Source: an optimization exercise on an open RTL-to-GDS flow (aim: small area and a short achievable clock period). Production flows keep margins and buffers that such runs may drop. In this exercise RTL edits were held to simulation tests only and were not proved equivalent to the original. The clock port is modelled as an ideal driver; clocking choices that lean on that would not hold on a real chip. Power is estimated from default activity; no workload was simulated.

Setup of run 1:
Design user_logic, start of the top module:
module user_logic
(
  S_Dir,
  S_Step,
  S_Enable,
  E_Min,
  E_Max,
  E_Probe,
  A_Step,
  A_Load,
  Bus2IP_Clk,
  Bus2IP_Reset,
  Bus2IP_Addr,
  Bus2IP_CS,
  Bus2IP_RNW,
  Bus2IP_Data,
  Bus2IP_BE,
  Bus2IP_RdCE,
  Bus2IP_WrCE,
  IP2Bus_Data,
  IP2Bus_RdAck,
  IP2Bus_WrAck,
  IP2Bus_Error,
  IP2Bus_IntrEvent
);
parameter C_SLV_AWIDTH                   = 32;
parameter C_SLV_DWIDTH                   = 32;
parameter C_NUM_REG                      = 32;
parameter C_NUM_MEM                      = 1;
parameter C_NUM_INTR                     = 4;
output S_Dir;
output S_Step;
output S_Enable;
input  E_Min;
input  E_Max;
input  E_Probe;
input  A_Step;
input  A_Load;
input                                     Bus2IP_Clk;
input                                     Bus2IP_Reset;
input      [0 : C_SLV_AWIDTH-1]           Bus2IP_Addr;
input      [0 : C_NUM_MEM-1]              Bus2IP_CS;
input                                     Bus2IP_RNW;
input      [C_SLV_DWIDTH-1:0]             Bus2IP_Data;
input      [0 : C_SLV_DWIDTH/8-1]         Bus2IP_BE;
input      [0 : C_NUM_REG-1]              Bus2IP_RdCE;
input      [0 : C_NUM_REG-1]              Bus2IP_WrCE;
output reg [C_SLV_DWIDTH-1:0]             IP2Bus_Data;
output                                    IP2Bus_RdAck;
output                                    IP2Bus_WrAck;
output                                    IP2Bus_Error;
output     [0 : C_NUM_INTR-1]             IP2Bus_IntrEvent;
  wire clk = Bus2IP_Clk;
  wire rst = Bus2IP_Reset;
  wire [31:0] wd = rst ? 32'd0 : Bus2IP_Data;
  wire [3:0]  be = {Bus2IP_BE[3], Bus2IP_BE[2], Bus2IP_BE[1], Bus2IP_BE[0]};
  wire [3:0]  rst4 = {4{rst}};
  wire [31:0] reg_cmd;
  wire [31:0] reg_next_xl, reg_next_xh, reg_next_v, reg_next_a, reg_next_j;
  wire [31:0] reg_next_dt, reg_next_steps;
  wire [31:0] reg_pre_n, reg_pulse_n, reg_post_n, reg_step_bit;
  wire [31:0] reg_stop_delay, reg_probe_delay;
  reg  [31:0] stat_missed_steps;
  ...
For scale: ~180 I/O pins, ~0.041 mm² of cells after synthesis.
==> flow/config.mk <==
export PLATFORM = sky130hd
export DESIGN_NAME = user_logic
export DESIGN_NICKNAME = user_logic
export VERILOG_FILES = /design/flow/design.v
export SDC_FILE = /design/flow/constraint.sdc
export NUM_CORES = 4
export LEC_CHECK = 0
export CAP_MARGIN = 20
export CORE_MARGIN = 2
export CORE_UTILIZATION = 40
export CTS_BUF_LIST = sky130_fd_sc_hd__clkbuf_16
export CTS_CLUSTER_DIAMETER = 80
export CTS_CLUSTER_SIZE = 20
export SETUP_SLACK_MARGIN = 4.5
export SLEW_MARGIN = 20
export TNS_END_PERCENT = 0
export PRE_IO_PLACEMENT_TCL = /design/flow/flow/io.tcl
export POST_CTS_TCL = /design/flow/flow/post_cts.tcl
==> flow/constraint.sdc <==
create_clock -name core_clock -period 10.0 [get_ports {Bus2IP_Clk}]
set_input_delay 2.0000 -clock core_clock [delete_from_list [all_inputs] [get_ports {Bus2IP_Clk}]]
set_output_delay 2.0000 -clock core_clock [all_outputs]
set_load 0.01 [all_outputs]
standard.sh (not shown) runs the stock make flow with config.mk's settings and CLKGATE_MAP_FILE= SYNTH_SCRIPT=/design/flow/synth_recipe.tcl, a recipe that flattens the netlist after the stock synthesis.
==> flow/flow/run.sh <==
#!/bin/bash
# Standard layout, with the read path's ports constrained to one edge before
# pin placement, and the read-data output buffers moved next to their drivers
# after CTS (then legalized and timing-repaired).
set -euo pipefail
echo "export PRE_IO_PLACEMENT_TCL = $PWD/flow/io.tcl" >> config.mk
echo "export POST_CTS_TCL = $PWD/flow/post_cts.tcl" >> config.mk
bash standard.sh > standard_flow.log 2>&1
==> flow/flow/io.tcl <==
# Keep the read path's ports (RdCE in, data and RdAck out) together on the top edge.
set grp {}
foreach p [get_ports {IP2Bus_Data* Bus2IP_RdCE* IP2Bus_RdAck}] { lappend grp [get_full_name $p] }
set_io_pin_constraint -pin_names $grp -region top:*
==> flow/flow/post_cts.tcl <==
# Move each read-data output buffer next to the gate that drives it, so the
# buffer (not the gate) drives the long wire to the pin.
set block [ord::get_db_block]
foreach port [get_ports {IP2Bus_Data* IP2Bus_RdAck IP2Bus_WrAck}] {
  set net [get_nets [get_full_name $port]]
  foreach bp [get_pins -of_objects $net -filter "direction==output"] {
    set buf [get_cells -of_objects $bp]
    set bi [$block findInst [get_full_name $buf]]
    foreach ip [get_pins -of_objects $buf -filter "direction==input"] {
      set n2 [get_nets -of_objects $ip]
      foreach dp [get_pins -of_objects $n2 -filter "direction==output"] {
        set di [$block findInst [get_full_name [get_cells -of_objects $dp]]]
        set dl [$di getLocation]
        $bi setLocation [lindex $dl 0] [lindex $dl 1]
      }
    }
  }
}
detailed_placement
check_placement -verbose
estimate_parasitics -placement
repair_timing -setup -setup_margin 4.5 -repair_tns 0 -verbose
detailed_placement
check_placement -verbose
Run 1 completed; timing, DRC and antenna clean
Changes in run 2 relative to run 1:
# run 1
export LEC_CHECK = 0
export CAP_MARGIN = 20
export CORE_MARGIN = 2
export CORE_UTILIZATION = 40
export CTS_BUF_LIST = sky130_fd_sc_hd__clkbuf_16
export CTS_CLUSTER_DIAMETER = 80
export CTS_CLUSTER_SIZE = 20
export SETUP_SLACK_MARGIN = 4.5
export SLEW_MARGIN = 20
export TNS_END_PERCENT = 0
export PRE_IO_PLACEMENT_TCL = /design/flow/flow/io.tcl
export POST_CTS_TCL = /design/flow/flow/post_cts.tcl
create_clock -name core_clock -period 10.0 [get_ports {Bus2IP_Clk}]
# run 2
export LEC_CHECK = 0
export CAP_MARGIN = 20
export CORE_MARGIN = 2
export CORE_UTILIZATION = 40
export CTS_BUF_LIST = sky130_fd_sc_hd__clkbuf_16
export CTS_CLUSTER_DIAMETER = 90
export CTS_CLUSTER_SIZE = 25
export SETUP_SLACK_MARGIN = 4.5
export SLEW_MARGIN = 20
export TNS_END_PERCENT = 0
export PRE_IO_PLACEMENT_TCL = /design/flow/flow/io.tcl
export POST_CTS_TCL = /design/flow/flow/post_cts.tcl
export BUFFER_PORTS_ARGS = -buffer_cell sky130_fd_sc_hd__buf_4
create_clock -name core_clock -period 10.0 [get_ports {Bus2IP_Clk}]
==> flow/flow/run.sh <==
#!/bin/bash
# Standard layout, with: the read path's ports constrained to one edge before
# pin placement; plain buffers (not delay cells) as the port buffers; and the
# read-data output buffers moved next to their drivers after CTS (then
# legalized and timing-repaired).
set -euo pipefail
echo "export PRE_IO_PLACEMENT_TCL = $PWD/flow/io.tcl" >> config.mk
echo "export POST_CTS_TCL = $PWD/flow/post_cts.tcl" >> config.mk
echo "export BUFFER_PORTS_ARGS = -buffer_cell sky130_fd_sc_hd__buf_4" >> config.mk
bash standard.sh > standard_flow.log 2>&1
[summary]
Sort run 1 and run 2 by first-iteration detailed-routing DRC count desc -> top: run 1
In the tables for run 1 and run 2, smallest hold slack reads lower with run 2.
Run 2 vs run 1 on met3 demand-to-capacity share in global routing: run 2 is the lower one.
Per the comparison of run 2 with run 1, worst path setup slack after routing now sits higher; clock network fraction of design power now sits lower; area occupied by multi-input gates now sits at about the same level; utilization after layout now sits lower; total power draw now sits lower.
Inputs modified between run 2 and run 3:
# run 2
export LEC_CHECK = 0
export CAP_MARGIN = 20
export CORE_MARGIN = 2
export CORE_UTILIZATION = 40
export CTS_BUF_LIST = sky130_fd_sc_hd__clkbuf_16
export CTS_CLUSTER_DIAMETER = 90
export CTS_CLUSTER_SIZE = 25
export SETUP_SLACK_MARGIN = 4.5
export SLEW_MARGIN = 20
export TNS_END_PERCENT = 0
export PRE_IO_PLACEMENT_TCL = /design/flow/flow/io.tcl
export POST_CTS_TCL = /design/flow/flow/post_cts.tcl
export BUFFER_PORTS_ARGS = -buffer_cell sky130_fd_sc_hd__buf_4
create_clock -name core_clock -period 10.0 [get_ports {Bus2IP_Clk}]
# run 3
export LEC_CHECK = 0
export CAP_MARGIN = 20
export CORE_MARGIN = 2
export CORE_UTILIZATION = 40
export CTS_BUF_LIST = sky130_fd_sc_hd__clkbuf_16
export CTS_CLUSTER_DIAMETER = 80
export CTS_CLUSTER_SIZE = 20
export SETUP_SLACK_MARGIN = 4.5
export SLEW_MARGIN = 20
export TNS_END_PERCENT = 0
create_clock -name core_clock -period 10.0 [get_ports {Bus2IP_Clk}]
==> flow/run.sh (new file) <==
#!/bin/bash
# synth_recipe.tcl (not shown) runs the flow's synth.tcl, then flattens the netlist and writes it again
# the make line also repeats each setting of config.mk as NAME=value (left out here)
make -C /OpenROAD-flow-scripts/flow DESIGN_CONFIG=/design/flow/config.mk WORK_HOME=/design/flow/orfs CLKGATE_MAP_FILE= SYNTH_SCRIPT=/design/flow/synth_recipe.tcl finish
removed: flow/flow/run.sh
removed: flow/flow/io.tcl
removed: flow/flow/post_cts.tcl
removed: flow/standard.sh
Notes after the runs:
Run 3 has completed all stages; timing, DRC and antenna checks passed. Run 2 | stages: all done | timing, DRC, antenna: all pass. Worst hold slack: run 3 vs run 2 up 7.6 ps. Timing-limited maximum frequency, run 3 vs run 2: down by a few percent. Detailed placer's ending HPWL was lower in the run labelled run 3. Between run 3 and run 2, the overall via count from detail_route does not differ in any meaningful way. Between run 2 and run 3, actual slew at the worst max-slew pin decreased.

-- afterwards: timing with drivers on the ports --
How much do the figures lean on ideal ports? The routed layouts below were timed once more, with nothing changed but the port constraints. Step 1: set_driving_cell puts a clkbuf_16 on Bus2IP_Clk and a buf_2 on each other input, an assumption about the parent block. Step 2 adds t to the input delays and takes it off the output delays; t is the mean of the earliest and latest rising clock arrival at the registers after step 1. Input paths then give back, and output paths get back, about the clock's delay inside the block. Three values: ideal, step 1, step 2; two values: the first two.
| run | t, ns | setup slack, ns | worst data-port slew with drivers (ns) |
|---|---|---|---|
| run 1 | 0.708 | 4.228 / 4.201 / 4.201 | 0.22 |
| run 2 | 0.689 | 4.313 / 4.280 / 4.280 | 0.23 |
| run 3 | 0.719 | 4.053 / 4.031 / 4.031 | 0.18 |
After both steps setup and hold are still met in every run listed. For run 2, which loses most, drivers alone change the setup slack by -0.033 ns; drivers and shift together by -0.033 ns.
